Background: an optimization exercise with open tools, aiming at small area and a short achievable clock period. Do not read the settings as production practice.
The RTL was checked by simulation tests, not by an equivalence proof against the original design.

==> trial 41: inputs <==
## rgb2hsv
module rgb2hsv(
        input clock,
        input reset_n,
        input in_valid,
        input [7:0] in_red,
        input [7:0] in_green,
        input [7:0] in_blue,
        input in_visual,
        input in_done,
        output out_valid,
        output [7:0] out_red,
        output [7:0] out_green,
        output [7:0] out_blue,
        output [7:0] out_hue,
        output [7:0] out_saturation,
        output [7:0] out_brightness,
        output out_visual,
        output out_done
    );
    function ge8;
        input [7:0] a;
        input [7:0] b;
        integer i;
        reg c;
        begin
            c = 1'b1;
            for (i = 0; i < 8; i = i + 1)
                c = (a[i] & ~b[i]) | (a[i] & c) | (~b[i] & c);
            ge8 = c;
        end
    endfunction
    function [8:0] step_c;
        input [8:0] v;
        input [7:0] dn;
        integer i;
        reg c, q;
        reg [7:0] t;
        begin
            c = 1'b1;
            for (i = 0; i < 8; i = i + 1) begin
                t[i] = v[i] ^ dn[i] ^ c;
                c = (v[i] & dn[i]) | (v[i] & c) | (dn[i] & c);
            end
            q = v[8] | c;
            step_c = {q, ~(q ? t : v[7:0])};
        end
    endfunction
    function [8:0] step_b;
        input [8:0] vn;
        input [7:0] d;
        integer i;
        reg w, q;
        reg [7:0] tn;
        begin
            w = 1'b0;
            for (i = 0; i < 8; i = i + 1) begin
                tn[i] = vn[i] ^ d[i] ^ w;
                w = (vn[i] & d[i]) | (vn[i] & w) | (d[i] & w);
            end
            q = ~(vn[8] & w);
            step_b = {q, ~(q ? tn : vn[7:0])};
        end
    endfunction
    reg [26:0] p1, p2, p3, p4, p5;
    always @(posedge clock) begin
        p1 <= {in_valid, in_visual, in_done, in_red, in_green, in_blue};
        p2 <= p1;
        p3 <= p2;
        p4 <= p3;
        p5 <= p4;
    end
    reg [2:0] rc;
    always @(posedge clock)
        rc <= {reset_n & (rc[1] | rc[2]), reset_n & rc[0], reset_n & ~rc[2]};
    wire live = reset_n & rc[2] & ~rc[1];
    wire [7:0] r4 = p3[23:16];
    wire [7:0] g4 = p3[15:8];
    wire [7:0] b4 = p3[7:0];
    wire r_ge_g = ge8(r4, g4);
    wire r_ge_b = ge8(r4, b4);
    wire g_lt_b = ~ge8(g4, b4);
    wire rmax = r_ge_g & r_ge_b;
  ...
Settings: LEC_CHECK=0, CAP_MARGIN=20, CORE_MARGIN=2, CORE_UTILIZATION=55, SLEW_MARGIN=20; clock period 80.0 ns.
standard.sh (not shown) runs the stock make flow with config.mk's settings and CLKGATE_MAP_FILE= SYNTH_SCRIPT=/design/flow/synth_recipe.tcl, a recipe that flattens the netlist after the stock synthesis.
==> flow/flow/run.sh <==
#!/bin/bash
# Standard layout (bash standard.sh), with two changes:
#  - every port gets the smallest plain buffer (buf_1) instead of the default;
#  - CTS without dummy loads and with larger sink clusters (flow/cts_args).
export BUFFER_PORTS_ARGS="-buffer_cell sky130_fd_sc_hd__buf_1"
export CTS_ARGS="$(cat flow/cts_args)"
bash standard.sh finish > standard.log 2>&1
==> flow/flow/cts_args <==
-sink_clustering_enable -repair_clock_nets -buf_list sky130_fd_sc_hd__clkbuf_4 -root_buf sky130_fd_sc_hd__clkbuf_8 -dont_use_dummy_load -sink_clustering_size 14 -sink_clustering_max_diameter 40
==> inputs of build 88, as changes to trial 41 <==
==> flow/flow/cts_args (replaced) <==
-sink_clustering_enable -repair_clock_nets -buf_list sky130_fd_sc_hd__clkbuf_8 -root_buf sky130_fd_sc_hd__clkbuf_16 -dont_use_dummy_load -sink_clustering_size 20 -sink_clustering_max_diameter 60
--- a/flow/config.mk
+++ b/flow/config.mk
@@ -8,4 +8,5 @@
 export CAP_MARGIN = 20
 export CORE_MARGIN = 2
-export CORE_UTILIZATION = 55
+export CORE_UTILIZATION = 40
+export CTS_BUF_LIST = sky130_fd_sc_hd__clkbuf_4
 export SLEW_MARGIN = 20
==> summary.txt <==
- Of trial 41 and build 88, trial 41 has the higher register-to-register slack (gap 270 ps).
- Of trial 41 and build 88, trial 41 has the higher first-iteration DRC count (gap about 2.5%, measured against build 88).
- Of build 88 and trial 41, trial 41 has the higher via count (gap about 3.5%, measured against trial 41).
- Hold slack: build 88 is higher than trial 41 (4.8 ps).
- Between build 88 and trial 41, the lower count of clock-buffer cells in the layout is in build 88 (gap 9).
- Of trial 41 and build 88, build 88 has the higher die area (gap about 27%, measured against build 88).
==> figures <==
metric	build 88	trial 41
Run status	timing/DRC/antenna clean	timing/DRC/antenna clean
Gp weighted congestion	0.847	0.942
Layout buffer count excluding clock buffers	86	84
Slew @ Worst Pin	699 ps	1030 ps
HP Start	p4[4]	p1[16]
Number of clock buffers in the layout	20	29
Average detailed-routed wire length per instance	14.5 µm	16.5 µm
Filler cell count in the final layout	2382	1584
R2R setup slack	65450 ps	65720 ps
Insertion delay of the later-clocked pin in the worst-skew pair	480 ps	550 ps
Post-route worst setup slack	63000 ps	62960 ps
Width of the chip	163 µm	140 µm
Post-Route Hold Slack	316 ps	312 ps
Cell area after placement	0.0108 mm²	0.0107 mm²


==> v21: inputs <==
rgb2hsv again, from the RTL that the note above started with.
## rgb2hsv
module rgb2hsv(
        input clock,
        input reset_n,
        input in_valid,
        input [7:0] in_red,
        input [7:0] in_green,
        input [7:0] in_blue,
        input in_visual,
        input in_done,
        output out_valid,
        output [7:0] out_red,
        output [7:0] out_green,
        output [7:0] out_blue,
        output [7:0] out_hue,
        output [7:0] out_saturation,
        output [7:0] out_brightness,
        output out_visual,
        output out_done
    );
Settings: LEC_CHECK=0, CAP_MARGIN=20, CORE_MARGIN=2, CORE_UTILIZATION=55, SLEW_MARGIN=20; clock period 80.0 ns.
==> flow/flow/cts_args <==
-sink_clustering_enable -repair_clock_nets -buf_list sky130_fd_sc_hd__clkbuf_4 -root_buf sky130_fd_sc_hd__clkbuf_16 -dont_use_dummy_load -sink_clustering_size 14 -sink_clustering_max_diameter 40
Scripts as last shown in full above: flow/flow/run.sh
==> v20 (differences from v21) <==
==> flow/flow/cts_args (replaced) <==
-sink_clustering_enable -repair_clock_nets -buf_list sky130_fd_sc_hd__clkbuf_4 -dont_use_dummy_load -sink_clustering_size 10 -sink_clustering_max_diameter 40
Settings changed: CORE_UTILIZATION 55 to 40, CTS_BUF_LIST set to sky130_fd_sc_hd__clkbuf_4.
==> summary.txt <==
status=finished clean; first-pass GRT wire length=approximately 32 mm; crit path to=out_blue[5]; drt pass-1 iters=5; CP Data Arrival Time=1130 ps; die height=~160 um; Core Area=0.02504 mm^2; Clock Tree Root=clkbuf_4; Max stage delay on crit path=between 300 and 400 ps; Multi-input gate area=approximately 0.0047 mm^2; multi-input gate share of total cell area=0.4254
[end of results for v20]
==> summary.txt <==
Multi-input gate area=0.004720 mm^2; status=finished clean; Max stage delay on crit path=~340 ps; crit path to=out_hue[0]; first-pass GRT wire length=34.00 mm; die height=approximately 140 um; drt pass-1 iters=7
[end of results for v21]


==> 05-05: inputs <==
==> flow/design.v <==
module rgb2hsv(
        input clock,
        input reset_n,
        input in_valid,
        input [7:0] in_red,
        input [7:0] in_green,
        input [7:0] in_blue,
        input in_visual,
        input in_done,
        output out_valid,
        output [7:0] out_red,
        output [7:0] out_green,
        output [7:0] out_blue,
        output [7:0] out_hue,
        output [7:0] out_saturation,
        output [7:0] out_brightness,
        output out_visual,
        output out_done
    );
    function ge8;
        input [7:0] a;
        input [7:0] b;
        integer i;
        reg c;
        begin
            c = 1'b1;
            for (i = 0; i < 8; i = i + 1)
                c = (a[i] & ~b[i]) | (a[i] & c) | (~b[i] & c);
            ge8 = c;
        end
    endfunction
    function [8:0] step_c;
        input [8:0] v;
        input [7:0] dn;
        integer i;
        reg c, q;
        reg [7:0] t;
        begin
            c = 1'b1;
            for (i = 0; i < 8; i = i + 1) begin
                t[i] = v[i] ^ dn[i] ^ c;
                c = (v[i] & dn[i]) | (v[i] & c) | (dn[i] & c);
            end
            q = v[8] | c;
            step_c = {q, ~(q ? t : v[7:0])};
        end
    endfunction
    function [8:0] step_b;
        input [8:0] vn;
        input [7:0] d;
        integer i;
        reg w, q;
        reg [7:0] tn;
        begin
            w = 1'b0;
            for (i = 0; i < 8; i = i + 1) begin
                tn[i] = vn[i] ^ d[i] ^ w;
                w = (vn[i] & d[i]) | (vn[i] & w) | (d[i] & w);
            end
            q = ~(vn[8] & w);
            step_b = {q, ~(q ? tn : vn[7:0])};
        end
    endfunction
    reg [26:0] p1, p2, p3, p4, p5;
    always @(posedge clock) begin
        p1 <= {in_valid, in_visual, in_done, in_red, in_green, in_blue};
        p2 <= p1;
        p3 <= p2;
        p4 <= p3;
        p5 <= p4;
    end
    reg [2:0] rc;
    always @(posedge clock)
        rc <= {reset_n & (rc[1] | rc[2]), reset_n & rc[0], reset_n & ~rc[2]};
    wire live = reset_n & rc[2] & ~rc[1];
    wire [7:0] r4 = p3[23:16];
    wire [7:0] g4 = p3[15:8];
    wire [7:0] b4 = p3[7:0];
    wire r_ge_g = ge8(r4, g4);
    wire r_ge_b = ge8(r4, b4);
    wire g_lt_b = ~ge8(g4, b4);
    wire rmax = r_ge_g & r_ge_b;
    wire bmax = ~rmax & g_lt_b;
    wire gmax = ~rmax & ~g_lt_b;
    wire minus = rmax ? g_lt_b : (bmax ? ~r_ge_g : r_ge_b);
    wire lo_r = (bmax & minus) | (gmax & ~minus);
    wire lo_g = (rmax & minus) | (bmax & ~minus);
    wire lo_b = (rmax & ~minus) | (gmax & minus);
    wire [7:0] mx = ({8{rmax}} & r4) | ({8{gmax}} & g4) | ({8{bmax}} & b4);
    wire [7:0] lo = ({8{lo_r}} & r4) | ({8{lo_g}} & g4) | ({8{lo_b}} & b4);
    wire [7:0] hi = ({8{~rmax & ~lo_r}} & r4) | ({8{~gmax & ~lo_g}} & g4)
                  | ({8{~bmax & ~lo_b}} & b4);
    reg [7:0] e, x;
    reg ce, cx;
    integer n;
    always @* begin
        ce = 1'b0;
        cx = 1'b1;
        for (n = 0; n < 8; n = n + 1) begin
            e[n] = mx[n] ^ ~lo[n] ^ ce;
            ce = (mx[n] & ~lo[n]) | (mx[n] & ce) | (~lo[n] & ce);
            x[n] = hi[n] ^ ~lo[n] ^ cx;
            cx = (hi[n] & ~lo[n]) | (hi[n] & cx) | (~lo[n] & cx);
        end
    end
    wire [1:0] hk = rmax ? {minus, minus} : (bmax ? 2'd2 : 2'd1);
    reg [7:0] mx4, e4, x4;
    reg [1:0] hk4;
    reg minus4, q44;
    always @(posedge clock) begin
        mx4 <= mx;
        e4 <= e;
        x4 <= x;
        hk4 <= hk;
        minus4 <= minus;
        q44 <= (hi == mx);       
    end
    wire zd = &e4;
    wire [7:0] en = ~e4;             
    wire [7:0] hr0 = q44 ? 8'd0 : x4;
    reg [8:0] hs3, hs2, hs1;
    reg q0h;
    always @* begin
        hs3 = hstep_c({hr0, 1'b0}, e4);
        hs2 = hstep_b({hs3[7:0], 1'b1}, en);
        hs1 = hstep_c({hs2[7:0], 1'b0}, e4);
        q0h = hlast_b({hs1[7:0], 1'b1}, en);
    end
    wire [4:0] q = {q44, hs3[8], hs2[8], hs1[8], q0h};
    function [8:0] hstep_c;
        input [8:0] v;
        input [7:0] ee;      
        integer i;
        reg c, qq;
        reg [7:0] t;
        begin
            c = 1'b0;
            for (i = 0; i < 8; i = i + 1) begin
                t[i] = v[i] ^ ~ee[i] ^ c;
                c = (v[i] & ~ee[i]) | (v[i] & c) | (~ee[i] & c);
            end
            qq = v[8] | c;
            hstep_c = {qq, ~(qq ? t : v[7:0])};
        end
    endfunction
    function [8:0] hstep_b;
        input [8:0] vn;
        input [7:0] een;     
        integer i;
        reg w, qq;
        reg [7:0] tn;
        begin
            w = 1'b1;
            for (i = 0; i < 8; i = i + 1) begin
                tn[i] = vn[i] ^ ~een[i] ^ w;
                w = (vn[i] & ~een[i]) | (vn[i] & w) | (~een[i] & w);
            end
            qq = ~(vn[8] & w);
            hstep_b = {qq, ~(qq ? tn : vn[7:0])};
        end
    endfunction
    function hlast_b;
        input [8:0] vn;
        input [7:0] een;
        integer i;
        reg w;
        begin
            w = 1'b1;
            for (i = 0; i < 8; i = i + 1)
                w = (vn[i] & ~een[i]) | (vn[i] & w) | (~een[i] & w);
            hlast_b = ~(vn[8] & w);
        end
    endfunction
    wire [7:0] mxn = ~mx4;
    wire [8:0] sa7 = step_c({e4, en[7]}, mxn);
    wire [8:0] sa6 = step_b({sa7[7:0], ~en[6]}, mx4);
    wire [8:0] sa5 = step_c({sa6[7:0], en[5]}, mxn);
    wire [8:0] sa4 = step_b({sa5[7:0], ~en[4]}, mx4);
    reg [7:0] mx5, sr5;
    reg [3:0] sq5, sd5;
    reg [4:0] q5;
    reg [1:0] hk5;
    reg minus5, zd5;
    always @(posedge clock) begin
        mx5 <= mx4;
        sr5 <= sa4[7:0];
        sq5 <= {sa7[8], sa6[8], sa5[8], sa4[8]};
        sd5 <= en[3:0];
        q5 <= q;
        hk5 <= hk4;
        minus5 <= minus4 & (q != 5'd0);
        zd5 <= zd;
    end
    wire [7:0] mx5n = ~mx5;
    wire [8:0] sb3 = step_c({sr5, sd5[3]}, mx5n);
    wire [8:0] sb2 = step_b({sb3[7:0], ~sd5[2]}, mx5);
    wire [8:0] sb1 = step_c({sb2[7:0], sd5[1]}, mx5n);
    wire [8:0] sb0 = step_b({sb1[7:0], ~sd5[0]}, mx5);
    wire [7:0] sat = {sq5, sb3[8], sb2[8], sb1[8], sb0[8]};
    reg [5:0] fp;
    always @* begin
        case (q5)
            5'd0: fp = 6'd0;
            5'd1: fp = 6'd2;
            5'd2: fp = 6'd5;
            5'd3: fp = 6'd7;
            5'd4: fp = 6'd10;
            5'd5: fp = 6'd13;
            5'd6: fp = 6'd15;
            5'd7: fp = 6'd18;
            5'd8: fp = 6'd21;
            5'd9: fp = 6'd23;
            5'd10: fp = 6'd26;
            5'd11: fp = 6'd29;
            5'd12: fp = 6'd31;
            5'd13: fp = 6'd34;
            5'd14: fp = 6'd37;
            5'd15: fp = 6'd39;
            default: fp = 6'd42;
        endcase
    end
    wire [7:0] hf = {minus5, minus5, fp ^ {6{minus5}}};
    wire [7:0] hue = {hk5[1], hk5[0], hk5[1], hk5[0], hk5[1], hk5[0], hk5[1], hk5[0]} + hf;
    wire live_hs = live & ~zd5;
    reg [26:0] p6;
    reg [7:0] hue6, sat6, bri6;
    always @(posedge clock) begin
        p6 <= live ? p5 : 27'd0;
        bri6 <= live ? mx5 : 8'd0;
        sat6 <= live_hs ? sat : 8'd0;
        hue6 <= live_hs ? hue : 8'd0;
    end
    assign out_valid = p6[26];
    assign out_visual = p6[25];
    assign out_done = p6[24];
    assign out_red = p6[23:16];
    assign out_green = p6[15:8];
    assign out_blue = p6[7:0];
    assign out_hue = hue6;
    assign out_saturation = sat6;
    assign out_brightness = bri6;
endmodule
==> flow/flow/run.sh <==
#!/bin/bash
# Standard layout (bash standard.sh), with two changes:
#  - every port gets the smallest plain buffer (buf_1) instead of the default;
#  - CTS without dummy loads and with larger sink clusters (flow/cts_args).
export BUFFER_PORTS_ARGS="-buffer_cell sky130_fd_sc_hd__buf_1"
export CTS_ARGS="$(cat flow/cts_args)"
bash standard.sh finish > standard.log 2>&1
==> flow/flow/cts_args <==
-sink_clustering_enable -repair_clock_nets -buf_list sky130_fd_sc_hd__clkbuf_4 -root_buf sky130_fd_sc_hd__clkbuf_4 -dont_use_dummy_load -sink_clustering_size 12 -sink_clustering_max_diameter 40
==> flow/standard.sh <==
#!/bin/bash
# synth_recipe.tcl (not shown) runs the flow's synth.tcl, then flattens the netlist and writes it again
# the make line also repeats each setting of config.mk as NAME=value (left out here)
make -C /OpenROAD-flow-scripts/flow DESIGN_CONFIG=/design/flow/config.mk WORK_HOME=/design/flow/orfs CLKGATE_MAP_FILE= SYNTH_SCRIPT=/design/flow/synth_recipe.tcl "${@:-finish}"
==> flow/config.mk <==
export PLATFORM = sky130hd
export DESIGN_NAME = rgb2hsv
export DESIGN_NICKNAME = rgb2hsv
export VERILOG_FILES = /design/flow/design.v
export SDC_FILE = /design/flow/constraint.sdc
export NUM_CORES = 4
export LEC_CHECK = 0
export CAP_MARGIN = 20
export CORE_MARGIN = 2
export CORE_UTILIZATION = 55
export SLEW_MARGIN = 20
==> flow/constraint.sdc <==
create_clock -name core_clock -period 80.0 [get_ports {clock}]
set_input_delay 16.0000 -clock core_clock [delete_from_list [all_inputs] [get_ports {clock}]]
set_output_delay 16.0000 -clock core_clock [all_outputs]
set_load 0.01 [all_outputs]
==> 09-11 (differences from 05-05) <==
--- a/flow/design.v
+++ b/flow/design.v
@@ -222,3 +222,13 @@
     wire [7:0] hf = {minus5, minus5, fp ^ {6{minus5}}};
-    wire [7:0] hue = {hk5[1], hk5[0], hk5[1], hk5[0], hk5[1], hk5[0], hk5[1], hk5[0]} + hf;
+    wire [7:0] hk85 = {hk5[1], hk5[0], hk5[1], hk5[0], hk5[1], hk5[0], hk5[1], hk5[0]};
+    reg [7:0] hue;
+    reg ch;
+    integer m;
+    always @* begin
+        ch = 1'b0;
+        for (m = 0; m < 8; m = m + 1) begin
+            hue[m] = hk85[m] ^ hf[m] ^ ch;
+            ch = (hk85[m] & hf[m]) | (hk85[m] & ch) | (hf[m] & ch);
+        end
+    end
     wire live_hs = live & ~zd5;
==> flow/flow/cts_args (replaced) <==
-sink_clustering_enable -repair_clock_nets -buf_list sky130_fd_sc_hd__clkbuf_4 -root_buf sky130_fd_sc_hd__clkbuf_8 -dont_use_dummy_load -sink_clustering_size 12 -sink_clustering_max_diameter 45
Settings changed: CAP_MARGIN 20 to 0, SLEW_MARGIN 20 to 0.
==> 02-22 (differences from 05-05) <==
--- a/flow/design.v
+++ b/flow/design.v
@@ -222,3 +222,13 @@
     wire [7:0] hf = {minus5, minus5, fp ^ {6{minus5}}};
-    wire [7:0] hue = {hk5[1], hk5[0], hk5[1], hk5[0], hk5[1], hk5[0], hk5[1], hk5[0]} + hf;
+    wire [7:0] hk85 = {hk5[1], hk5[0], hk5[1], hk5[0], hk5[1], hk5[0], hk5[1], hk5[0]};
+    reg [7:0] hue;
+    reg ch;
+    integer m;
+    always @* begin
+        ch = 1'b0;
+        for (m = 0; m < 8; m = m + 1) begin
+            hue[m] = hk85[m] ^ hf[m] ^ ch;
+            ch = (hk85[m] & hf[m]) | (hk85[m] & ch) | (hf[m] & ch);
+        end
+    end
     wire live_hs = live & ~zd5;
==> flow/flow/cts_args (replaced) <==
-sink_clustering_enable -repair_clock_nets -buf_list sky130_fd_sc_hd__clkbuf_4 -root_buf sky130_fd_sc_hd__clkbuf_8 -dont_use_dummy_load -sink_clustering_size 14 -sink_clustering_max_diameter 40
Settings changed: CORE_UTILIZATION 55 to 75, PLACE_DENSITY set to 0.85.
==> qor summary <==
Setup slack after layout: 05-05 62.84 ns; 09-11 62.96 ns; 02-22 62.95 ns
Worst rel slew slack: 05-05 0.306; 09-11 0.397; 02-22 0.321
Sequential share of the synthesized area: 05-05 0.495; 09-11 0.496; 02-22 0.496
Adder-Cell Fraction of Synth Area: 05-05 0.186; 09-11 0.198; 02-22 0.198
Initial Util: 05-05 0.563; 09-11 0.562; 02-22 0.768
TAP cells: 05-05 229; 09-11 229; 02-22 176
Register-to-register path setup slack: 05-05 65.69 ns; 09-11 65.63 ns; 02-22 65.53 ns
Count of distinct cell types in the synthesized netlist: 05-05 63; 09-11 64; 02-22 64
Mean number of vias per cell: 05-05 5.30; 09-11 5.27; 02-22 5.77
Met3 capacity usage during global routing: 05-05 0.0385; 09-11 0.0437; 02-22 0.0514
Synth Area in Simple Gates: 05-05 0.111; 09-11 0.109; 02-22 0.109
Least-Margin Pin Slew: 05-05 1.04 ns; 09-11 0.898 ns; 02-22 1.01 ns
Number of global-route vias before repair: 05-05 6,693; 09-11 6,548; 02-22 6,965
Syn Inst Count: 05-05 916; 09-11 893; 02-22 893
Outcome: 05-05 finished clean; 09-11 finished clean; 02-22 finished clean
Cell area after synthesis: 05-05 10,100 µm²; 09-11 10,100 µm²; 02-22 10,100 µm²
Fillers: 05-05 1,575; 09-11 1,568; 02-22 783
Met2 Routed Length: 05-05 9330 µm; 09-11 8680 µm; 02-22 10,000 µm

==> re-timing with driven ports <==
Ports are ideal in the flow. The routed layouts listed here were re-timed in OpenROAD.
Step 1 assumes that a clkbuf_16 drives the clock port and a buf_2 every other input.
Step 2 also shifts input and output timing later by t, the mid clock arrival at the registers, as if the neighbouring blocks saw the same clock.
a / b / c = no drivers / after step 1 / after step 2; a / b = the first two.
run | shift t [ns] | slack for setup (ns) | worst setup path after step 2 | clock arrival spread, ns | worst data-port slew with drivers (ns)
trial 41 | 0.556 | 62.961 / 62.922 / 62.718 | input to register | 0.073 / 0.073 | 0.03
build 88 | 0.496 | 63.004 / 62.959 / 62.878 | input to register | 0.069 / 0.069 | 0.03
v21 | 0.510 | 63.011 / 62.968 / 62.722 | input to register | 0.073 / 0.073 | 0.03
v20 | 0.618 | 62.867 / 62.824 / 62.877 | input to register | 0.121 / 0.121 | 0.03
05-05 | 0.667 | 62.839 / 62.805 / 62.701 | input to register | 0.095 / 0.095 | 0.03
09-11 | 0.544 | 62.963 / 62.925 / 62.596 | input to register | 0.088 / 0.088 | 0.03
02-22 | 0.542 | 62.945 / 62.906 / 62.502 | input to register | 0.089 / 0.089 | 0.04
After both steps setup and hold are still met in every run listed. For 02-22, which loses most, drivers alone change the setup slack by -0.039 ns; drivers and shift together by -0.443 ns.
